Context: an optimization exercise on an open-source flow, tuned for small area and a short achievable clock period. The choices shown serve that exercise and are no tape-out recipe.
The RTL of this run was laid out without a check of its function.
No activity file was given, so power comes from the tool's default toggle rates.

--- flow/flow/run.sh ---
#!/bin/bash
# The standard layout (standard.sh: standard synthesis, then ORFS to
# finish), with one change: the port buffers are plain buffers (buf_2 from
# buffer_ports, then buf_1 on the inputs) instead of the delay cell
# buffer_ports picks by default.  Each tool's output is in orfs/logs.
set -euo pipefail
HERE=$(pwd)
cat >> config.mk <<EOC
export BUFFER_PORTS_ARGS = -buffer_cell sky130_fd_sc_hd__buf_2
export PRE_RESIZE_TCL = $HERE/flow/ports.tcl
EOC
bash standard.sh > standard.log 2>&1
--- flow/flow/ports.tcl ---
# Before repair_design: the input ports' buffers become buf_1.
set n 0
foreach bterm [[ord::get_db_block] getBTerms] {
  if {[$bterm getIoType] ne "INPUT"} { continue }
  set net [$bterm getNet]
  if {$net eq "NULL" || [$net getSigType] eq "CLOCK"} { continue }
  foreach iterm [$net getITerms] {
    set inst [$iterm getInst]
    if {[[$inst getMaster] getName] eq "sky130_fd_sc_hd__buf_2"} {
      replace_cell [get_cells [$inst getName]] sky130_fd_sc_hd__buf_1
      incr n
    }
  }
}
puts "flow/ports.tcl: $n input buffers set to buf_1"
--- flow/standard.sh ---
#!/bin/bash
# synth_recipe.tcl (not shown) runs the flow's synth.tcl, then flattens the netlist and writes it again
# the make line also repeats each setting of config.mk as NAME=value (left out here)
make -C /OpenROAD-flow-scripts/flow DESIGN_CONFIG=/design/flow/config.mk WORK_HOME=/design/flow/orfs CLKGATE_MAP_FILE= SYNTH_SCRIPT=/design/flow/synth_recipe.tcl "${@:-finish}"
--- flow/config.mk ---
export PLATFORM = sky130hd
export DESIGN_NAME = DSP
export DESIGN_NICKNAME = DSP
export VERILOG_FILES = /design/flow/design.v
export SDC_FILE = /design/flow/constraint.sdc
export NUM_CORES = 4
export LEC_CHECK = 0
export ABC_AREA = 1
export CAP_MARGIN = 20
export CORE_MARGIN = 2
export CORE_UTILIZATION = 40
export SETUP_SLACK_MARGIN = 2.5
export SLEW_MARGIN = 20
export BUFFER_PORTS_ARGS = -buffer_cell sky130_fd_sc_hd__buf_2
export PRE_RESIZE_TCL = /design/flow/flow/ports.tcl
--- flow/constraint.sdc ---
create_clock -name core_clock -period 7.0 [get_ports {CLK}]
set_input_delay 1.4000 -clock core_clock [delete_from_list [all_inputs] [get_ports {CLK}]]
set_output_delay 1.4000 -clock core_clock [all_outputs]
set_load 0.01 [all_outputs]
--- flow/design.v ---
module DSP (A,B,D,C,CLK,CARRYIN,OPMODE,BCIN,RSTA,RSTB,RSTM,
RSTP,RSTC,RSTD,RSTCARRYIN,RSTOPMODE,CEA,CEB,CEM,CEP,CEC,CED,
CECARRYIN,CEOPMODE,PCIN,BCOUT,PCOUT,P,M,CARRYOUT,CARRYOUTF);
  parameter A0REG=0;
  parameter A1REG=1;
  parameter B0REG=0;
  parameter B1REG=1;
  parameter CREG=1;
  parameter DREG=1;
  parameter MREG=1;
  parameter PREG=1;
  parameter CARRYINREG=1;
  parameter CARRYOUTREG=1;
  parameter OPMODEREG=1;
  parameter CARRYINSEL="OPMODE5";
  parameter B_INPUT ="DIRECT";
  parameter RSTTYPE ="SYNC";
  input [17:0] A,B,D,BCIN;
  input [47:0] C,PCIN;
  input [7:0] OPMODE;
  input CLK,CARRYIN,RSTA,RSTB,RSTC,RSTCARRYIN,RSTD,RSTM,
  RSTOPMODE,RSTP,CEA,CEB,CECARRYIN,CEC,CED,CEM,CEOPMODE,CEP;
  output [17:0] BCOUT;
  output [47:0] PCOUT;
  output [47:0] P;
  output [35:0] M;
  output CARRYOUT,CARRYOUTF;
  reg [7:0] opm;
  reg [17:0] dr, ar, br;
  reg [47:0] cr, pr;
  reg cyi, cyo;
  reg [35:0] mr;
  wire s6 = opm[6];
  wire [18:0] pre_w = {dr, 1'b1} + {B ^ {18{s6}}, s6};
  wire [17:0] pre = pre_w[18:1];
  wire [17:0] b_in = opm[4] ? pre : B;
  always @(posedge CLK) begin
    if (RSTOPMODE) opm <= 8'd0;
    else if (CEOPMODE) opm <= OPMODE;
  end
  always @(posedge CLK) begin
    if (RSTD) dr <= 18'd0;
    else if (CED) dr <= D;
  end
  always @(posedge CLK) begin
    if (RSTC) cr <= 48'd0;
    else if (CEC) cr <= C;
  end
  always @(posedge CLK) begin
    if (RSTA) ar <= 18'd0;
    else if (CEA) ar <= A;
  end
  always @(posedge CLK) begin
    if (RSTB) br <= 18'd0;
    else if (CEB) br <= b_in;
  end
  always @(posedge CLK) begin
    if (RSTCARRYIN) cyi <= 1'd0;
    else if (CECARRYIN) cyi <= opm[5];
  end
  wire one0 = br[0] ^ 1'b0;
  wire two0 = (br[1] & ~br[0] & ~1'b0) | (~br[1] & br[0] & 1'b0);
  wire neg0 = br[1];
  wire pp1 = ((one0 & ar[0]) | (two0 & 1'b0)) ^ neg0;
  wire pp2 = ((one0 & ar[1]) | (two0 & ar[0])) ^ neg0;
  wire pp3 = ((one0 & ar[2]) | (two0 & ar[1])) ^ neg0;
  wire pp4 = ((one0 & ar[3]) | (two0 & ar[2])) ^ neg0;
  wire pp5 = ((one0 & ar[4]) | (two0 & ar[3])) ^ neg0;
  wire pp6 = ((one0 & ar[5]) | (two0 & ar[4])) ^ neg0;
  wire pp7 = ((one0 & ar[6]) | (two0 & ar[5])) ^ neg0;
  wire pp8 = ((one0 & ar[7]) | (two0 & ar[6])) ^ neg0;
  wire pp9 = ((one0 & ar[8]) | (two0 & ar[7])) ^ neg0;
  wire pp10 = ((one0 & ar[9]) | (two0 & ar[8])) ^ neg0;
  wire pp11 = ((one0 & ar[10]) | (two0 & ar[9])) ^ neg0;
  wire pp12 = ((one0 & ar[11]) | (two0 & ar[10])) ^ neg0;
  wire pp13 = ((one0 & ar[12]) | (two0 & ar[11])) ^ neg0;
  wire pp14 = ((one0 & ar[13]) | (two0 & ar[12])) ^ neg0;
  wire pp15 = ((one0 & ar[14]) | (two0 & ar[13])) ^ neg0;
  wire pp16 = ((one0 & ar[15]) | (two0 & ar[14])) ^ neg0;
  wire pp17 = ((one0 & ar[16]) | (two0 & ar[15])) ^ neg0;
  wire pp18 = ((one0 & ar[17]) | (two0 & ar[16])) ^ neg0;
  wire pp19 = ((one0 & 1'b0) | (two0 & ar[17])) ^ neg0;
  wire ns20 = ~neg0;
  wire one1 = br[2] ^ br[1];
  wire two1 = (br[3] & ~br[2] & ~br[1]) | (~br[3] & br[2] & br[1]);
  wire neg1 = br[3];
  wire pp21 = ((one1 & ar[0]) | (two1 & 1'b0)) ^ neg1;
  wire pp22 = ((one1 & ar[1]) | (two1 & ar[0])) ^ neg1;
  wire pp23 = ((one1 & ar[2]) | (two1 & ar[1])) ^ neg1;
  wire pp24 = ((one1 & ar[3]) | (two1 & ar[2])) ^ neg1;
  wire pp25 = ((one1 & ar[4]) | (two1 & ar[3])) ^ neg1;
  wire pp26 = ((one1 & ar[5]) | (two1 & ar[4])) ^ neg1;
  wire pp27 = ((one1 & ar[6]) | (two1 & ar[5])) ^ neg1;
  wire pp28 = ((one1 & ar[7]) | (two1 & ar[6])) ^ neg1;
  wire pp29 = ((one1 & ar[8]) | (two1 & ar[7])) ^ neg1;
  wire pp30 = ((one1 & ar[9]) | (two1 & ar[8])) ^ neg1;
  wire pp31 = ((one1 & ar[10]) | (two1 & ar[9])) ^ neg1;
  wire pp32 = ((one1 & ar[11]) | (two1 & ar[10])) ^ neg1;
  wire pp33 = ((one1 & ar[12]) | (two1 & ar[11])) ^ neg1;
  wire pp34 = ((one1 & ar[13]) | (two1 & ar[12])) ^ neg1;
  wire pp35 = ((one1 & ar[14]) | (two1 & ar[13])) ^ neg1;
  wire pp36 = ((one1 & ar[15]) | (two1 & ar[14])) ^ neg1;
  wire pp37 = ((one1 & ar[16]) | (two1 & ar[15])) ^ neg1;
  wire pp38 = ((one1 & ar[17]) | (two1 & ar[16])) ^ neg1;
  wire pp39 = ((one1 & 1'b0) | (two1 & ar[17])) ^ neg1;
  wire ns40 = ~neg1;
  wire one2 = br[4] ^ br[3];
  wire two2 = (br[5] & ~br[4] & ~br[3]) | (~br[5] & br[4] & br[3]);
  wire neg2 = br[5];
  wire pp41 = ((one2 & ar[0]) | (two2 & 1'b0)) ^ neg2;
  wire pp42 = ((one2 & ar[1]) | (two2 & ar[0])) ^ neg2;
  wire pp43 = ((one2 & ar[2]) | (two2 & ar[1])) ^ neg2;
  wire pp44 = ((one2 & ar[3]) | (two2 & ar[2])) ^ neg2;
  wire pp45 = ((one2 & ar[4]) | (two2 & ar[3])) ^ neg2;
  wire pp46 = ((one2 & ar[5]) | (two2 & ar[4])) ^ neg2;
  wire pp47 = ((one2 & ar[6]) | (two2 & ar[5])) ^ neg2;
  wire pp48 = ((one2 & ar[7]) | (two2 & ar[6])) ^ neg2;
  wire pp49 = ((one2 & ar[8]) | (two2 & ar[7])) ^ neg2;
  wire pp50 = ((one2 & ar[9]) | (two2 & ar[8])) ^ neg2;
  wire pp51 = ((one2 & ar[10]) | (two2 & ar[9])) ^ neg2;
  wire pp52 = ((one2 & ar[11]) | (two2 & ar[10])) ^ neg2;
  wire pp53 = ((one2 & ar[12]) | (two2 & ar[11])) ^ neg2;
  wire pp54 = ((one2 & ar[13]) | (two2 & ar[12])) ^ neg2;
  wire pp55 = ((one2 & ar[14]) | (two2 & ar[13])) ^ neg2;
  wire pp56 = ((one2 & ar[15]) | (two2 & ar[14])) ^ neg2;
  wire pp57 = ((one2 & ar[16]) | (two2 & ar[15])) ^ neg2;
  wire pp58 = ((one2 & ar[17]) | (two2 & ar[16])) ^ neg2;
  wire pp59 = ((one2 & 1'b0) | (two2 & ar[17])) ^ neg2;
  wire ns60 = ~neg2;
  wire one3 = br[6] ^ br[5];
  wire two3 = (br[7] & ~br[6] & ~br[5]) | (~br[7] & br[6] & br[5]);
  wire neg3 = br[7];
  wire pp61 = ((one3 & ar[0]) | (two3 & 1'b0)) ^ neg3;
  wire pp62 = ((one3 & ar[1]) | (two3 & ar[0])) ^ neg3;
  wire pp63 = ((one3 & ar[2]) | (two3 & ar[1])) ^ neg3;
  wire pp64 = ((one3 & ar[3]) | (two3 & ar[2])) ^ neg3;
  wire pp65 = ((one3 & ar[4]) | (two3 & ar[3])) ^ neg3;
  wire pp66 = ((one3 & ar[5]) | (two3 & ar[4])) ^ neg3;
  wire pp67 = ((one3 & ar[6]) | (two3 & ar[5])) ^ neg3;
  wire pp68 = ((one3 & ar[7]) | (two3 & ar[6])) ^ neg3;
  wire pp69 = ((one3 & ar[8]) | (two3 & ar[7])) ^ neg3;
  wire pp70 = ((one3 & ar[9]) | (two3 & ar[8])) ^ neg3;
  wire pp71 = ((one3 & ar[10]) | (two3 & ar[9])) ^ neg3;
  wire pp72 = ((one3 & ar[11]) | (two3 & ar[10])) ^ neg3;
  wire pp73 = ((one3 & ar[12]) | (two3 & ar[11])) ^ neg3;
  wire pp74 = ((one3 & ar[13]) | (two3 & ar[12])) ^ neg3;
  wire pp75 = ((one3 & ar[14]) | (two3 & ar[13])) ^ neg3;
  wire pp76 = ((one3 & ar[15]) | (two3 & ar[14])) ^ neg3;
  wire pp77 = ((one3 & ar[16]) | (two3 & ar[15])) ^ neg3;
  wire pp78 = ((one3 & ar[17]) | (two3 & ar[16])) ^ neg3;
  wire pp79 = ((one3 & 1'b0) | (two3 & ar[17])) ^ neg3;
  wire ns80 = ~neg3;
  wire one4 = br[8] ^ br[7];
  wire two4 = (br[9] & ~br[8] & ~br[7]) | (~br[9] & br[8] & br[7]);
  wire neg4 = br[9];
  wire pp81 = ((one4 & ar[0]) | (two4 & 1'b0)) ^ neg4;
  wire pp82 = ((one4 & ar[1]) | (two4 & ar[0])) ^ neg4;
  wire pp83 = ((one4 & ar[2]) | (two4 & ar[1])) ^ neg4;
  wire pp84 = ((one4 & ar[3]) | (two4 & ar[2])) ^ neg4;
  wire pp85 = ((one4 & ar[4]) | (two4 & ar[3])) ^ neg4;
  wire pp86 = ((one4 & ar[5]) | (two4 & ar[4])) ^ neg4;
  wire pp87 = ((one4 & ar[6]) | (two4 & ar[5])) ^ neg4;
  wire pp88 = ((one4 & ar[7]) | (two4 & ar[6])) ^ neg4;
  wire pp89 = ((one4 & ar[8]) | (two4 & ar[7])) ^ neg4;
  wire pp90 = ((one4 & ar[9]) | (two4 & ar[8])) ^ neg4;
  wire pp91 = ((one4 & ar[10]) | (two4 & ar[9])) ^ neg4;
  wire pp92 = ((one4 & ar[11]) | (two4 & ar[10])) ^ neg4;
  wire pp93 = ((one4 & ar[12]) | (two4 & ar[11])) ^ neg4;
  wire pp94 = ((one4 & ar[13]) | (two4 & ar[12])) ^ neg4;
  wire pp95 = ((one4 & ar[14]) | (two4 & ar[13])) ^ neg4;
  wire pp96 = ((one4 & ar[15]) | (two4 & ar[14])) ^ neg4;
  wire pp97 = ((one4 & ar[16]) | (two4 & ar[15])) ^ neg4;
  wire pp98 = ((one4 & ar[17]) | (two4 & ar[16])) ^ neg4;
  wire pp99 = ((one4 & 1'b0) | (two4 & ar[17])) ^ neg4;
  wire ns100 = ~neg4;
  wire one5 = br[10] ^ br[9];
  wire two5 = (br[11] & ~br[10] & ~br[9]) | (~br[11] & br[10] & br[9]);
  wire neg5 = br[11];
  wire pp101 = ((one5 & ar[0]) | (two5 & 1'b0)) ^ neg5;
  wire pp102 = ((one5 & ar[1]) | (two5 & ar[0])) ^ neg5;
  wire pp103 = ((one5 & ar[2]) | (two5 & ar[1])) ^ neg5;
  wire pp104 = ((one5 & ar[3]) | (two5 & ar[2])) ^ neg5;
  wire pp105 = ((one5 & ar[4]) | (two5 & ar[3])) ^ neg5;
  wire pp106 = ((one5 & ar[5]) | (two5 & ar[4])) ^ neg5;
  wire pp107 = ((one5 & ar[6]) | (two5 & ar[5])) ^ neg5;
  wire pp108 = ((one5 & ar[7]) | (two5 & ar[6])) ^ neg5;
  wire pp109 = ((one5 & ar[8]) | (two5 & ar[7])) ^ neg5;
  wire pp110 = ((one5 & ar[9]) | (two5 & ar[8])) ^ neg5;
  wire pp111 = ((one5 & ar[10]) | (two5 & ar[9])) ^ neg5;
  wire pp112 = ((one5 & ar[11]) | (two5 & ar[10])) ^ neg5;
  wire pp113 = ((one5 & ar[12]) | (two5 & ar[11])) ^ neg5;
  wire pp114 = ((one5 & ar[13]) | (two5 & ar[12])) ^ neg5;
  wire pp115 = ((one5 & ar[14]) | (two5 & ar[13])) ^ neg5;
  wire pp116 = ((one5 & ar[15]) | (two5 & ar[14])) ^ neg5;
  wire pp117 = ((one5 & ar[16]) | (two5 & ar[15])) ^ neg5;
  wire pp118 = ((one5 & ar[17]) | (two5 & ar[16])) ^ neg5;
  wire pp119 = ((one5 & 1'b0) | (two5 & ar[17])) ^ neg5;
  wire ns120 = ~neg5;
  wire one6 = br[12] ^ br[11];
  wire two6 = (br[13] & ~br[12] & ~br[11]) | (~br[13] & br[12] & br[11]);
  wire neg6 = br[13];
  wire pp121 = ((one6 & ar[0]) | (two6 & 1'b0)) ^ neg6;
  wire pp122 = ((one6 & ar[1]) | (two6 & ar[0])) ^ neg6;
  wire pp123 = ((one6 & ar[2]) | (two6 & ar[1])) ^ neg6;
  wire pp124 = ((one6 & ar[3]) | (two6 & ar[2])) ^ neg6;
  wire pp125 = ((one6 & ar[4]) | (two6 & ar[3])) ^ neg6;
  wire pp126 = ((one6 & ar[5]) | (two6 & ar[4])) ^ neg6;
  wire pp127 = ((one6 & ar[6]) | (two6 & ar[5])) ^ neg6;
  wire pp128 = ((one6 & ar[7]) | (two6 & ar[6])) ^ neg6;
  wire pp129 = ((one6 & ar[8]) | (two6 & ar[7])) ^ neg6;
  wire pp130 = ((one6 & ar[9]) | (two6 & ar[8])) ^ neg6;
  wire pp131 = ((one6 & ar[10]) | (two6 & ar[9])) ^ neg6;
  wire pp132 = ((one6 & ar[11]) | (two6 & ar[10])) ^ neg6;
  wire pp133 = ((one6 & ar[12]) | (two6 & ar[11])) ^ neg6;
  wire pp134 = ((one6 & ar[13]) | (two6 & ar[12])) ^ neg6;
  wire pp135 = ((one6 & ar[14]) | (two6 & ar[13])) ^ neg6;
  wire pp136 = ((one6 & ar[15]) | (two6 & ar[14])) ^ neg6;
  wire pp137 = ((one6 & ar[16]) | (two6 & ar[15])) ^ neg6;
  wire pp138 = ((one6 & ar[17]) | (two6 & ar[16])) ^ neg6;
  wire pp139 = ((one6 & 1'b0) | (two6 & ar[17])) ^ neg6;
  wire ns140 = ~neg6;
  wire one7 = br[14] ^ br[13];
  wire two7 = (br[15] & ~br[14] & ~br[13]) | (~br[15] & br[14] & br[13]);
  wire neg7 = br[15];
  wire pp141 = ((one7 & ar[0]) | (two7 & 1'b0)) ^ neg7;
  wire pp142 = ((one7 & ar[1]) | (two7 & ar[0])) ^ neg7;
  wire pp143 = ((one7 & ar[2]) | (two7 & ar[1])) ^ neg7;
  wire pp144 = ((one7 & ar[3]) | (two7 & ar[2])) ^ neg7;
  wire pp145 = ((one7 & ar[4]) | (two7 & ar[3])) ^ neg7;
  wire pp146 = ((one7 & ar[5]) | (two7 & ar[4])) ^ neg7;
  wire pp147 = ((one7 & ar[6]) | (two7 & ar[5])) ^ neg7;
  wire pp148 = ((one7 & ar[7]) | (two7 & ar[6])) ^ neg7;
  wire pp149 = ((one7 & ar[8]) | (two7 & ar[7])) ^ neg7;
  wire pp150 = ((one7 & ar[9]) | (two7 & ar[8])) ^ neg7;
  wire pp151 = ((one7 & ar[10]) | (two7 & ar[9])) ^ neg7;
  wire pp152 = ((one7 & ar[11]) | (two7 & ar[10])) ^ neg7;
  wire pp153 = ((one7 & ar[12]) | (two7 & ar[11])) ^ neg7;
  wire pp154 = ((one7 & ar[13]) | (two7 & ar[12])) ^ neg7;
  wire pp155 = ((one7 & ar[14]) | (two7 & ar[13])) ^ neg7;
  wire pp156 = ((one7 & ar[15]) | (two7 & ar[14])) ^ neg7;
  wire pp157 = ((one7 & ar[16]) | (two7 & ar[15])) ^ neg7;
  wire pp158 = ((one7 & ar[17]) | (two7 & ar[16])) ^ neg7;
  wire pp159 = ((one7 & 1'b0) | (two7 & ar[17])) ^ neg7;
  wire ns160 = ~neg7;
  wire one8 = br[16] ^ br[15];
  wire two8 = (br[17] & ~br[16] & ~br[15]) | (~br[17] & br[16] & br[15]);
  wire neg8 = br[17];
  wire pp161 = ((one8 & ar[0]) | (two8 & 1'b0)) ^ neg8;
  wire pp162 = ((one8 & ar[1]) | (two8 & ar[0])) ^ neg8;
  wire pp163 = ((one8 & ar[2]) | (two8 & ar[1])) ^ neg8;
  wire pp164 = ((one8 & ar[3]) | (two8 & ar[2])) ^ neg8;
  wire pp165 = ((one8 & ar[4]) | (two8 & ar[3])) ^ neg8;
  wire pp166 = ((one8 & ar[5]) | (two8 & ar[4])) ^ neg8;
  wire pp167 = ((one8 & ar[6]) | (two8 & ar[5])) ^ neg8;
  wire pp168 = ((one8 & ar[7]) | (two8 & ar[6])) ^ neg8;
  wire pp169 = ((one8 & ar[8]) | (two8 & ar[7])) ^ neg8;
  wire pp170 = ((one8 & ar[9]) | (two8 & ar[8])) ^ neg8;
  wire pp171 = ((one8 & ar[10]) | (two8 & ar[9])) ^ neg8;
  wire pp172 = ((one8 & ar[11]) | (two8 & ar[10])) ^ neg8;
  wire pp173 = ((one8 & ar[12]) | (two8 & ar[11])) ^ neg8;
  wire pp174 = ((one8 & ar[13]) | (two8 & ar[12])) ^ neg8;
  wire pp175 = ((one8 & ar[14]) | (two8 & ar[13])) ^ neg8;
  wire pp176 = ((one8 & ar[15]) | (two8 & ar[14])) ^ neg8;
  wire pp177 = ((one8 & ar[16]) | (two8 & ar[15])) ^ neg8;
  wire pp178 = ((one8 & ar[17]) | (two8 & ar[16])) ^ neg8;
  wire pp179 = ((one8 & 1'b0) | (two8 & ar[17])) ^ neg8;
  wire ns180 = ~neg8;
  wire pp181 = br[17] & ar[0];
  wire pp182 = br[17] & ar[1];
  wire pp183 = br[17] & ar[2];
  wire pp184 = br[17] & ar[3];
  wire pp185 = br[17] & ar[4];
  wire pp186 = br[17] & ar[5];
  wire pp187 = br[17] & ar[6];
  wire pp188 = br[17] & ar[7];
  wire pp189 = br[17] & ar[8];
  wire pp190 = br[17] & ar[9];
  wire pp191 = br[17] & ar[10];
  wire pp192 = br[17] & ar[11];
  wire pp193 = br[17] & ar[12];
  wire pp194 = br[17] & ar[13];
  wire pp195 = br[17] & ar[14];
  wire pp196 = br[17] & ar[15];
  wire pp197 = br[17] & ar[16];
  wire pp198 = br[17] & ar[17];
  wire nc199 = ~ns20;
  wire nc200 = ~ns20;
  wire nc201 = ~pp185;
  wire nc202 = ~pp187;
  wire nc203 = ~pp189;
  wire nc204 = ~pp191;
  wire nc205 = ~pp193;
  wire nc206 = ~pp195;
  wire nc207 = ~pp197;
  wire s208 = neg1 ^ pp21;
  wire c209 = neg1 & pp21;
  wire s210 = pp22 ^ pp4;
  wire c211 = pp22 & pp4;
  wire s212 = neg2 ^ pp23 ^ pp41;
  wire c213 = (neg2 & pp23) | (neg2 & pp41) | (pp23 & pp41);
  wire s214 = pp5 ^ c211;
  wire c215 = pp5 & c211;
  wire s216 = pp24 ^ pp42 ^ pp6;
  wire c217 = (pp24 & pp42) | (pp24 & pp6) | (pp42 & pp6);
  wire s218 = c213 ^ c215;
  wire c219 = c213 & c215;
  wire s220 = neg3 ^ pp25 ^ pp43;
  wire c221 = (neg3 & pp25) | (neg3 & pp43) | (pp25 & pp43);
  wire s222 = pp61 ^ pp7 ^ c217;
  wire c223 = (pp61 & pp7) | (pp61 & c217) | (pp7 & c217);
  wire s224 = s220 ^ c219;
  wire c225 = s220 & c219;
  wire s226 = pp26 ^ pp44 ^ pp62;
  wire c227 = (pp26 & pp44) | (pp26 & pp62) | (pp44 & pp62);
  wire s228 = pp8 ^ c221 ^ s226;
  wire c229 = (pp8 & c221) | (pp8 & s226) | (c221 & s226);
  wire s230 = c223 ^ c225;
  wire c231 = c223 & c225;
  wire s232 = neg4 ^ pp27 ^ pp45;
  wire c233 = (neg4 & pp27) | (neg4 & pp45) | (pp27 & pp45);
  wire s234 = pp63 ^ pp81 ^ pp9;
  wire c235 = (pp63 & pp81) | (pp63 & pp9) | (pp81 & pp9);
  wire s236 = c227 ^ s232 ^ s234;
  wire c237 = (c227 & s232) | (c227 & s234) | (s232 & s234);
  wire s238 = c229 ^ s236;
  wire c239 = c229 & s236;
  wire s240 = pp10 ^ pp28 ^ pp46;
  wire c241 = (pp10 & pp28) | (pp10 & pp46) | (pp28 & pp46);
  wire s242 = pp64 ^ pp82 ^ c233;
  wire c243 = (pp64 & pp82) | (pp64 & c233) | (pp82 & c233);
  wire s244 = c235 ^ s240 ^ c237;
  wire c245 = (c235 & s240) | (c235 & c237) | (s240 & c237);
  wire s246 = s242 ^ c239;
  wire c247 = s242 & c239;
  wire s248 = neg5 ^ pp101 ^ pp11;
  wire c249 = (neg5 & pp101) | (neg5 & pp11) | (pp101 & pp11);
  wire s250 = pp29 ^ pp47 ^ pp65;
  wire c251 = (pp29 & pp47) | (pp29 & pp65) | (pp47 & pp65);
  wire s252 = pp83 ^ c241 ^ s248;
  wire c253 = (pp83 & c241) | (pp83 & s248) | (c241 & s248);
  wire s254 = s250 ^ c243 ^ s252;
  wire c255 = (s250 & c243) | (s250 & s252) | (c243 & s252);
  wire s256 = c245 ^ c247;
  wire c257 = c245 & c247;
  wire s258 = pp102 ^ pp12 ^ pp30;
  wire c259 = (pp102 & pp12) | (pp102 & pp30) | (pp12 & pp30);
  wire s260 = pp48 ^ pp66 ^ pp84;
  wire c261 = (pp48 & pp66) | (pp48 & pp84) | (pp66 & pp84);
  wire s262 = c249 ^ c251 ^ s258;
  wire c263 = (c249 & c251) | (c249 & s258) | (c251 & s258);
  wire s264 = s260 ^ c253 ^ s262;
  wire c265 = (s260 & c253) | (s260 & s262) | (c253 & s262);
  wire s266 = c255 ^ s264;
  wire c267 = c255 & s264;
  wire s268 = neg6 ^ pp103 ^ pp121;
  wire c269 = (neg6 & pp103) | (neg6 & pp121) | (pp103 & pp121);
  wire s270 = pp13 ^ pp31 ^ pp49;
  wire c271 = (pp13 & pp31) | (pp13 & pp49) | (pp31 & pp49);
  wire s272 = pp67 ^ pp85 ^ c259;
  wire c273 = (pp67 & pp85) | (pp67 & c259) | (pp85 & c259);
  wire s274 = c261 ^ s268 ^ s270;
  wire c275 = (c261 & s268) | (c261 & s270) | (s268 & s270);
  wire s276 = c263 ^ s272 ^ s274;
  wire c277 = (c263 & s272) | (c263 & s274) | (s272 & s274);
  wire s278 = c265 ^ s276;
  wire c279 = c265 & s276;
  wire s280 = pp104 ^ pp122 ^ pp14;
  wire c281 = (pp104 & pp122) | (pp104 & pp14) | (pp122 & pp14);
  wire s282 = pp32 ^ pp50 ^ pp68;
  wire c283 = (pp32 & pp50) | (pp32 & pp68) | (pp50 & pp68);
  wire s284 = pp86 ^ c269 ^ c271;
  wire c285 = (pp86 & c269) | (pp86 & c271) | (c269 & c271);
  wire s286 = s280 ^ s282 ^ c273;
  wire c287 = (s280 & s282) | (s280 & c273) | (s282 & c273);
  wire s288 = c275 ^ s284 ^ s286;
  wire c289 = (c275 & s284) | (c275 & s286) | (s284 & s286);
  wire s290 = c277 ^ c279;
  wire c291 = c277 & c279;
  wire s292 = neg7 ^ pp105 ^ pp123;
  wire c293 = (neg7 & pp105) | (neg7 & pp123) | (pp105 & pp123);
  wire s294 = pp141 ^ pp15 ^ pp33;
  wire c295 = (pp141 & pp15) | (pp141 & pp33) | (pp15 & pp33);
  wire s296 = pp51 ^ pp69 ^ pp87;
  wire c297 = (pp51 & pp69) | (pp51 & pp87) | (pp69 & pp87);
  wire s298 = c281 ^ c283 ^ s292;
  wire c299 = (c281 & c283) | (c281 & s292) | (c283 & s292);
  wire s300 = s294 ^ s296 ^ c285;
  wire c301 = (s294 & s296) | (s294 & c285) | (s296 & c285);
  wire s302 = s298 ^ c287 ^ s300;
  wire c303 = (s298 & c287) | (s298 & s300) | (c287 & s300);
  wire s304 = c289 ^ s302;
  wire c305 = c289 & s302;
  wire s306 = pp106 ^ pp124 ^ pp142;
  wire c307 = (pp106 & pp124) | (pp106 & pp142) | (pp124 & pp142);
  wire s308 = pp16 ^ pp34 ^ pp52;
  wire c309 = (pp16 & pp34) | (pp16 & pp52) | (pp34 & pp52);
  wire s310 = pp70 ^ pp88 ^ c293;
  wire c311 = (pp70 & pp88) | (pp70 & c293) | (pp88 & c293);
  wire s312 = c295 ^ c297 ^ s306;
  wire c313 = (c295 & c297) | (c295 & s306) | (c297 & s306);
  wire s314 = s308 ^ c299 ^ s310;
  wire c315 = (s308 & c299) | (s308 & s310) | (c299 & s310);
  wire s316 = s312 ^ c301 ^ s314;
  wire c317 = (s312 & c301) | (s312 & s314) | (c301 & s314);
  wire s318 = c303 ^ s316;
  wire c319 = c303 & s316;
  wire s320 = neg8 ^ pp107 ^ pp125;
  wire c321 = (neg8 & pp107) | (neg8 & pp125) | (pp107 & pp125);
  wire s322 = pp143 ^ pp161 ^ pp17;
  wire c323 = (pp143 & pp161) | (pp143 & pp17) | (pp161 & pp17);
  wire s324 = pp35 ^ pp53 ^ pp71;
  wire c325 = (pp35 & pp53) | (pp35 & pp71) | (pp53 & pp71);
  wire s326 = pp89 ^ c307 ^ c309;
  wire c327 = (pp89 & c307) | (pp89 & c309) | (c307 & c309);
  wire s328 = s320 ^ s322 ^ s324;
  wire c329 = (s320 & s322) | (s320 & s324) | (s322 & s324);
  wire s330 = c311 ^ c313 ^ s326;
  wire c331 = (c311 & c313) | (c311 & s326) | (c313 & s326);
  wire s332 = s328 ^ c315 ^ s330;
  wire c333 = (s328 & c315) | (s328 & s330) | (c315 & s330);
  wire s334 = c317 ^ s332;
  wire c335 = c317 & s332;
  wire s336 = pp108 ^ pp126 ^ pp144;
  wire c337 = (pp108 & pp126) | (pp108 & pp144) | (pp126 & pp144);
  wire s338 = pp162 ^ pp18 ^ pp36;
  wire c339 = (pp162 & pp18) | (pp162 & pp36) | (pp18 & pp36);
  wire s340 = pp54 ^ pp72 ^ pp90;
  wire c341 = (pp54 & pp72) | (pp54 & pp90) | (pp72 & pp90);
  wire s342 = c321 ^ c323 ^ c325;
  wire c343 = (c321 & c323) | (c321 & c325) | (c323 & c325);
  wire s344 = s336 ^ s338 ^ s340;
  wire c345 = (s336 & s338) | (s336 & s340) | (s338 & s340);
  wire s346 = c327 ^ c329 ^ s342;
  wire c347 = (c327 & c329) | (c327 & s342) | (c329 & s342);
  wire s348 = s344 ^ c331 ^ s346;
  wire c349 = (s344 & c331) | (s344 & s346) | (c331 & s346);
  wire s350 = c333 ^ s348;
  wire c351 = c333 & s348;
  wire s352 = pp181 ^ pp109 ^ pp127;
  wire c353 = (pp181 & pp109) | (pp181 & pp127) | (pp109 & pp127);
  wire s354 = pp145 ^ pp163 ^ pp19;
  wire c355 = (pp145 & pp163) | (pp145 & pp19) | (pp163 & pp19);
  wire s356 = pp37 ^ pp55 ^ pp73;
  wire c357 = (pp37 & pp55) | (pp37 & pp73) | (pp55 & pp73);
  wire s358 = pp91 ^ c337 ^ c339;
  wire c359 = (pp91 & c337) | (pp91 & c339) | (c337 & c339);
  wire s360 = c341 ^ s352 ^ s354;
  wire c361 = (c341 & s352) | (c341 & s354) | (s352 & s354);
  wire s362 = s356 ^ c343 ^ c345;
  wire c363 = (s356 & c343) | (s356 & c345) | (c343 & c345);
  wire s364 = s358 ^ s360 ^ c347;
  wire c365 = (s358 & s360) | (s358 & c347) | (s360 & c347);
  wire s366 = s362 ^ c349 ^ s364;
  wire c367 = (s362 & c349) | (s362 & s364) | (c349 & s364);
  wire s368 = pp182 ^ nc199 ^ pp110;
  wire c369 = (pp182 & nc199) | (pp182 & pp110) | (nc199 & pp110);
  wire s370 = pp128 ^ pp146 ^ pp164;
  wire c371 = (pp128 & pp146) | (pp128 & pp164) | (pp146 & pp164);
  wire s372 = pp38 ^ pp56 ^ pp74;
  wire c373 = (pp38 & pp56) | (pp38 & pp74) | (pp56 & pp74);
  wire s374 = pp92 ^ c353 ^ c355;
  wire c375 = (pp92 & c353) | (pp92 & c355) | (c353 & c355);
  wire s376 = c357 ^ s368 ^ s370;
  wire c377 = (c357 & s368) | (c357 & s370) | (s368 & s370);
  wire s378 = s372 ^ c359 ^ c361;
  wire c379 = (s372 & c359) | (s372 & c361) | (c359 & c361);
  wire s380 = s374 ^ s376 ^ c363;
  wire c381 = (s374 & s376) | (s374 & c363) | (s376 & c363);
  wire s382 = s378 ^ c365 ^ s380;
  wire c383 = (s378 & c365) | (s378 & s380) | (c365 & s380);
  wire s384 = pp183 ^ nc200 ^ pp111;
  wire c385 = (pp183 & nc200) | (pp183 & pp111) | (nc200 & pp111);
  wire s386 = pp129 ^ pp147 ^ pp165;
  wire c387 = (pp129 & pp147) | (pp129 & pp165) | (pp147 & pp165);
  wire s388 = pp39 ^ pp57 ^ pp75;
  wire c389 = (pp39 & pp57) | (pp39 & pp75) | (pp57 & pp75);
  wire s390 = pp93 ^ c369 ^ c371;
  wire c391 = (pp93 & c369) | (pp93 & c371) | (c369 & c371);
  wire s392 = c373 ^ s384 ^ s386;
  wire c393 = (c373 & s384) | (c373 & s386) | (s384 & s386);
  wire s394 = s388 ^ c375 ^ c377;
  wire c395 = (s388 & c375) | (s388 & c377) | (c375 & c377);
  wire s396 = s390 ^ s392 ^ c379;
  wire c397 = (s390 & s392) | (s390 & c379) | (s392 & c379);
  wire s398 = s394 ^ c381 ^ s396;
  wire c399 = (s394 & c381) | (s394 & s396) | (c381 & s396);
  wire s400 = ns20 ^ ns40 ^ pp184;
  wire c401 = (ns20 & ns40) | (ns20 & pp184) | (ns40 & pp184);
  wire s402 = s400 ^ pp112 ^ pp130;
  wire c403 = (s400 & pp112) | (s400 & pp130) | (pp112 & pp130);
  wire s404 = pp148 ^ pp166 ^ pp58;
  wire c405 = (pp148 & pp166) | (pp148 & pp58) | (pp166 & pp58);
  wire s406 = pp76 ^ pp94 ^ c385;
  wire c407 = (pp76 & pp94) | (pp76 & c385) | (pp94 & c385);
  wire s408 = c387 ^ c389 ^ s402;
  wire c409 = (c387 & c389) | (c387 & s402) | (c389 & s402);
  wire s410 = s404 ^ c391 ^ c393;
  wire c411 = (s404 & c391) | (s404 & c393) | (c391 & c393);
  wire s412 = s406 ^ s408 ^ c395;
  wire c413 = (s406 & s408) | (s406 & c395) | (s408 & c395);
  wire s414 = s410 ^ c397 ^ s412;
  wire c415 = (s410 & c397) | (s410 & s412) | (c397 & s412);
  wire s416 = nc201 ^ c401 ^ pp113;
  wire c417 = (nc201 & c401) | (nc201 & pp113) | (c401 & pp113);
  wire s418 = pp131 ^ pp149 ^ pp167;
  wire c419 = (pp131 & pp149) | (pp131 & pp167) | (pp149 & pp167);
  wire s420 = pp59 ^ pp77 ^ pp95;
  wire c421 = (pp59 & pp77) | (pp59 & pp95) | (pp77 & pp95);
  wire s422 = c403 ^ c405 ^ s416;
  wire c423 = (c403 & c405) | (c403 & s416) | (c405 & s416);
  wire s424 = s418 ^ s420 ^ c407;
  wire c425 = (s418 & s420) | (s418 & c407) | (s420 & c407);
  wire s426 = c409 ^ s422 ^ s424;
  wire c427 = (c409 & s422) | (c409 & s424) | (s422 & s424);
  wire s428 = c411 ^ c413 ^ s426;
  wire c429 = (c411 & c413) | (c411 & s426) | (c413 & s426);
  wire s430 = ns60 ^ pp185 ^ pp186;
  wire c431 = (ns60 & pp185) | (ns60 & pp186) | (pp185 & pp186);
  wire s432 = s430 ^ pp114 ^ pp132;
  wire c433 = (s430 & pp114) | (s430 & pp132) | (pp114 & pp132);
  wire s434 = pp150 ^ pp168 ^ pp78;
  wire c435 = (pp150 & pp168) | (pp150 & pp78) | (pp168 & pp78);
  wire s436 = pp96 ^ c417 ^ c419;
  wire c437 = (pp96 & c417) | (pp96 & c419) | (c417 & c419);
  wire s438 = c421 ^ s432 ^ s434;
  wire c439 = (c421 & s432) | (c421 & s434) | (s432 & s434);
  wire s440 = c423 ^ s436 ^ s438;
  wire c441 = (c423 & s436) | (c423 & s438) | (s436 & s438);
  wire s442 = c425 ^ s440 ^ c427;
  wire c443 = (c425 & s440) | (c425 & c427) | (s440 & c427);
  wire s444 = nc202 ^ c431 ^ pp115;
  wire c445 = (nc202 & c431) | (nc202 & pp115) | (c431 & pp115);
  wire s446 = pp133 ^ pp151 ^ pp169;
  wire c447 = (pp133 & pp151) | (pp133 & pp169) | (pp151 & pp169);
  wire s448 = pp79 ^ pp97 ^ c433;
  wire c449 = (pp79 & pp97) | (pp79 & c433) | (pp97 & c433);
  wire s450 = c435 ^ s444 ^ s446;
  wire c451 = (c435 & s444) | (c435 & s446) | (s444 & s446);
  wire s452 = c437 ^ c439 ^ s448;
  wire c453 = (c437 & c439) | (c437 & s448) | (c439 & s448);
  wire s454 = s450 ^ c441 ^ s452;
  wire c455 = (s450 & c441) | (s450 & s452) | (c441 & s452);
  wire s456 = ns80 ^ pp187 ^ pp188;
  wire c457 = (ns80 & pp187) | (ns80 & pp188) | (pp187 & pp188);
  wire s458 = s456 ^ pp116 ^ pp134;
  wire c459 = (s456 & pp116) | (s456 & pp134) | (pp116 & pp134);
  wire s460 = pp152 ^ pp170 ^ pp98;
  wire c461 = (pp152 & pp170) | (pp152 & pp98) | (pp170 & pp98);
  wire s462 = c445 ^ c447 ^ s458;
  wire c463 = (c445 & c447) | (c445 & s458) | (c447 & s458);
  wire s464 = s460 ^ c449 ^ c451;
  wire c465 = (s460 & c449) | (s460 & c451) | (c449 & c451);
  wire s466 = s462 ^ c453 ^ s464;
  wire c467 = (s462 & c453) | (s462 & s464) | (c453 & s464);
  wire s468 = nc203 ^ c457 ^ pp117;
  wire c469 = (nc203 & c457) | (nc203 & pp117) | (c457 & pp117);
  wire s470 = pp135 ^ pp153 ^ pp171;
  wire c471 = (pp135 & pp153) | (pp135 & pp171) | (pp153 & pp171);
  wire s472 = pp99 ^ c459 ^ c461;
  wire c473 = (pp99 & c459) | (pp99 & c461) | (c459 & c461);
  wire s474 = s468 ^ s470 ^ c463;
  wire c475 = (s468 & s470) | (s468 & c463) | (s470 & c463);
  wire s476 = s472 ^ c465 ^ s474;
  wire c477 = (s472 & c465) | (s472 & s474) | (c465 & s474);
  wire s478 = ns100 ^ pp189 ^ pp190;
  wire c479 = (ns100 & pp189) | (ns100 & pp190) | (pp189 & pp190);
  wire s480 = s478 ^ pp118 ^ pp136;
  wire c481 = (s478 & pp118) | (s478 & pp136) | (pp118 & pp136);
  wire s482 = pp154 ^ pp172 ^ c469;
  wire c483 = (pp154 & pp172) | (pp154 & c469) | (pp172 & c469);
  wire s484 = c471 ^ s480 ^ c473;
  wire c485 = (c471 & s480) | (c471 & c473) | (s480 & c473);
  wire s486 = s482 ^ s484 ^ c475;
  wire c487 = (s482 & s484) | (s482 & c475) | (s484 & c475);
  wire s488 = nc204 ^ c479 ^ pp119;
  wire c489 = (nc204 & c479) | (nc204 & pp119) | (c479 & pp119);
  wire s490 = pp137 ^ pp155 ^ pp173;
  wire c491 = (pp137 & pp155) | (pp137 & pp173) | (pp155 & pp173);
  wire s492 = c481 ^ s488 ^ s490;
  wire c493 = (c481 & s488) | (c481 & s490) | (s488 & s490);
  wire s494 = c483 ^ s492 ^ c485;
  wire c495 = (c483 & s492) | (c483 & c485) | (s492 & c485);
  wire s496 = ns120 ^ pp191 ^ pp192;
  wire c497 = (ns120 & pp191) | (ns120 & pp192) | (pp191 & pp192);
  wire s498 = s496 ^ pp138 ^ pp156;
  wire c499 = (s496 & pp138) | (s496 & pp156) | (pp138 & pp156);
  wire s500 = pp174 ^ c489 ^ c491;
  wire c501 = (pp174 & c489) | (pp174 & c491) | (c489 & c491);
  wire s502 = s498 ^ c493 ^ s500;
  wire c503 = (s498 & c493) | (s498 & s500) | (c493 & s500);
  wire s504 = nc205 ^ c497 ^ pp139;
  wire c505 = (nc205 & c497) | (nc205 & pp139) | (c497 & pp139);
  wire s506 = pp157 ^ pp175 ^ c499;
  wire c507 = (pp157 & pp175) | (pp157 & c499) | (pp175 & c499);
  wire s508 = s504 ^ c501 ^ s506;
  wire c509 = (s504 & c501) | (s504 & s506) | (c501 & s506);
  wire s510 = ns140 ^ pp193 ^ pp194;
  wire c511 = (ns140 & pp193) | (ns140 & pp194) | (pp193 & pp194);
  wire s512 = s510 ^ pp158 ^ pp176;
  wire c513 = (s510 & pp158) | (s510 & pp176) | (pp158 & pp176);
  wire s514 = c505 ^ s512 ^ c507;
  wire c515 = (c505 & s512) | (c505 & c507) | (s512 & c507);
  wire s516 = nc206 ^ c511 ^ pp159;
  wire c517 = (nc206 & c511) | (nc206 & pp159) | (c511 & pp159);
  wire s518 = pp177 ^ c513 ^ s516;
  wire c519 = (pp177 & c513) | (pp177 & s516) | (c513 & s516);
  wire s520 = ns160 ^ pp195 ^ pp196;
  wire c521 = (ns160 & pp195) | (ns160 & pp196) | (pp195 & pp196);
  wire s522 = s520 ^ pp178 ^ c517;
  wire c523 = (s520 & pp178) | (s520 & c517) | (pp178 & c517);
  wire s524 = nc207 ^ c521 ^ pp179;
  wire c525 = (nc207 & c521) | (nc207 & pp179) | (c521 & pp179);
  wire s526 = ns180 ^ pp197 ^ pp198;
  wire c527 = (ns180 & pp197) | (ns180 & pp198) | (pp197 & pp198);
  wire [35:0] prod_s = {s526, s524, c519, s518, s514, c503, s502, s494, c477, c467, c455, s454, c429, c415, c399, c383, c367, c351, c335, c319, c305, c291, s288, c267, c257, s254, s244, c231, s228, s222, s216, s212, c209, pp3, pp2, neg0};
  wire [35:0] prod_c = {c525, c523, s522, c515, c509, s508, c495, c487, s486, s476, s466, c443, s442, s428, s414, s398, s382, s366, s350, s334, s318, s304, s290, s278, s266, s256, s246, s238, s230, s224, s218, s214, s210, s208, 1'b0, pp1};
  wire mk_in = ~(c527);
  wire [35:0] prod = prod_s + prod_c;
  always @(posedge CLK) begin
    if (RSTM) mr <= 36'd0;
    else if (CEM) mr <= prod;
  end
  assign M = mr;
  wire s7 = opm[7];
  wire [47:0] x = ({48{opm[1:0] == 2'd1}} & {12'd0, mr})
                | ({48{opm[1:0] == 2'd2}} & pr)
                | ({48{opm[1:0] == 2'd3}} & {dr[11:0], ar, br});
  wire [47:0] zs = (({48{opm[3:2] == 2'd1}} & PCIN)
                 | ({48{opm[3:2] == 2'd2}} & pr)
                 | ({48{opm[3:2] == 2'd3}} & cr)) ^ {48{s7}};
  wire [49:0] t_w = {1'b0, zs, 1'b1} + {1'b0, x, cyi};
  wire [47:0] post = t_w[48:1] ^ {48{s7}};
  wire post_c = t_w[49];
  always @(posedge CLK) begin
    if (RSTP) pr <= 48'd0;
    else if (CEP) pr <= post;
  end
  always @(posedge CLK) begin
    if (RSTCARRYIN) cyo <= 1'd0;
    else if (CECARRYIN) cyo <= post_c;
  end
  assign BCOUT = br;
  assign P = pr;
  assign PCOUT = pr;
  assign CARRYOUT = cyo;
  assign CARRYOUTF = cyo;
endmodule
==> impl_metrics.toml <==
[routing]
drtAntennaViolNets = 0
vias_per_cell = 5.47
drc = 0
routed_wl_mm = 108
drt_iter0_drc = 2823
vias = 26266
wl_per_cell_um = 22.4
drt_first_pass_iters = 6

[worst_setup_path]
critPathMaxFanout = 9
slowest_stage = "fa_1"
arrival_ns = 5.58
max_stage_delay_ns = 0.48
worstPathRequired_ns = 7.41
timing_worst_setup_path_type = "register to register"
start_kind = "register"
cp-end-kind = "register"
crit_family = "adder cells"
path_buf_inv = 7

[placed_design]
place_hpwl_mm = 79.7
place_congestion = 0.970
io_buffers = 326
place_area_um2 = 25900

[finish]
area_delta_synth_final_pct = 21.6
fill_cells = 6213
drive_gt1_share_pct = 18.7
layout.nets = 4464
final_area_um2 = 29300
seqCellArea_um2 = 4000
layout_common_cells = "887 x nand2_1, 478 x inv_1, 276 x nor2_1, 266 x xor2_1, 224 x a21oi_1"
multi_input_area_um2 = 18400
final_common_cell = "nand2_1"

[synth]
ys_ff_latch = 196
ys_seq_area_share_pct = 16.3
synth_edf_count = 0
synth-async-reset-ratio_pct = 0
synthCells = 3712
syn-num-nets = 4163
ys_types = 51
avgSynthCellArea_um2 = 6.49
yosys_warnings = 1
synth_flop_cell = "dfxtp_1"
netlist_area_um2 = 24100

[sta]
worst_pin_slew_ns = 1.02
slew_headroom_pct = 32.1
rsz0062_at_grt = "true"
fmax_mhz = 193
hold_slack_ns = 0.465
timing.final.hold_violations = 0
finalCritPeriodShare_pct = 73.9
finalSetupViolCount = 0
final_max_slew_viol_count = 0
skew_ns = 0.0215
tns_ns = 0
fin_crit_ns = 5.17

[run_status]
status = "complete, no violations"

[cts]
clock-root-buffer = "clkbuf_16"
clk_pin_slew_ns = 0.09
cts_tree = "yes"
cts_buffers = 17
clock-sinks = 196
max-clock-path-buffers = 2
ctsHtreeMaxLevel = 4
clk_latency_ns = 0.53

[die]
die_w_um = 249
die-height_um = 249
core_um2 = 59200
ios = 346
initial_core_util_pct = 40.7
rows = 89
die_area_um2 = 62200

[power_and_ir_drop]
power_mw = 15.4
peakVddDrop_mv = 0.609
p_per_area_nw_per_um2 = 525
power_leakage_nw = 14.4

[grt]
grt_max_degree = 61
grt_usage_pct = 33.5
grt_pass1_vias = 25096
antenna_found_initial = 3
grt_overflow = 0
grt_pass1_wl_mm = 157

[worst_hold_path]
hp-class = "register to register"

[job]
max_cap_violations = 0
==> tightest hold or removal path: stages, from the launching register on <==
cell and delay [ns]:
dfxtp_1 0.32, nand2_1 0.06, a21oi_1 0.05
==> routing by layer <==
layer,GRT usage (%),part of all wire [%],wire length (um),vias up
met3,7.19,8.5,9170,322
met5,0,0.013,14,-
met4,17.8,6.0,6480,2
met1,40.8,40,42700,12300
li1,-,-,-,12372
met2,55.2,46,49300,1270
==> final timing paths <==
| kind | slack [ns] | end | from | cells after the start |
|---|---|---|---|---|
| min | 0.46 | cr[14]$_SDFFE_PP0P_ | cr[14]$_SDFFE_PP0P_ | 2 |
| max | 1.83 | mr[28]$_SDFFE_PP0P_ | br[13]$_SDFFE_PP0P_ | 26 |
| max reg2reg | 1.83 | mr[28]$_SDFFE_PP0P_ | br[13]$_SDFFE_PP0P_ | 26 |
| min reg2reg | 0.46 | cr[14]$_SDFFE_PP0P_ | cr[14]$_SDFFE_PP0P_ | 2 |
==> metrics by stage <==
stage	util [%]	std cells	setup slack (ns)
after floorplan	-	3712	2.35
after global placement	44.0	4603	1.11
after detailed placement	43.8	4605	1.11
after CTS	47.8	4753	1.97
after global routing	49.5	4799	1.57
final	49.5	4801	1.83
==> logic make-up after synthesis <==
logic type	share of synthesized area [%]
adders and majority gates	17.7
and+or+nand+nor	25.5
xor gates and xnor gates	10.9
AOI/OAI and AO/OA	16.1
DFF	16.3
buffers and inverters	13.5
==> final cells by class <==
type	instances	share of cell area, %
multi-input combinational	2733	62.7
inverter	547	7.58
antenna	2	0.0171
clock buffer	18	1.50
tap	773	3.30
timing repair inverter	15	0.354
clock inverter	14	0.585
timing repair buffer	503	10.3
sequential	196	13.6
==> power by group <==
| group | total [mW] | internal, mW | leakage (nW) | switching [mW] |
|---|---|---|---|---|
| clock network | 1.10 | 0.495 | 0.293 | 0.606 |
| registers | 1.54 | 1.27 | 1.64 | 0.271 |
| logic | 12.7 | 5.21 | 12.4 | 7.53 |
==> cell usage after synthesis, types with 23 or more instances <==
master / instances / area, um2
a21oi_1: 255 / 1280
nand3_1: 172 / 861
clkbuf_1: 110 / 413
ha_1: 116 / 1450
nand2_1: 927 / 3480
buf_4: 65 / 488
inv_1: 517 / 1940
buf_2: 48 / 240
nor2_1: 321 / 1200
nand2_2: 23 / 144
xnor2_1: 26 / 228
a211oi_1: 26 / 195
fa_1: 141 / 2820
xor2_1: 275 / 2410
dfxtp_1: 196 / 3920
o21ai_0: 132 / 661
o22ai_1: 151 / 945
o221ai_1: 25 / 219
==> sequential cells by signal (all words and copies together), names as in the netlist, 8 cells and up <==
signal and flops:
pr 48, mr 36, ar 18, dr 18
opm 8, cr 48, br 18
==> repair_timing <==
item,CTS,global route
endpoints found under the setup margin,27,27
gates cloned,12,4
hold buffers,0,0
resized for setup,214,142
setup buffers,104,42
pin swaps,54,85

separate check: timing with driven ports:
No port has a modelled driver above. Below, the same layout with a new extraction and two added sets of constraints.
Step 1 assumes that a clkbuf_16 drives the clock port and a buf_2 every other input.
Step 2 adds t to the input delays and takes it off the output delays; t is the mean of the earliest and latest rising clock arrival at the registers after step 1. Input paths then give back, and output paths get back, about the clock's delay inside the block.
a / b / c = ideal ports / drivers / drivers and shift; a / b = the first two.
shift t [ns]: 0.579
setup slack, ns: 1.828 / 1.828 / 1.828
hold WS [ns]: 0.465 / 0.465 / 0.465
clock arrival spread, ns: 0.022 / 0.021
slew at the worst register clock pin (ns): 0.10 / 0.10
After both steps setup and hold are still met in this run. For this run, drivers alone change the setup slack by 0.000 ns; drivers and shift together by 0.000 ns.
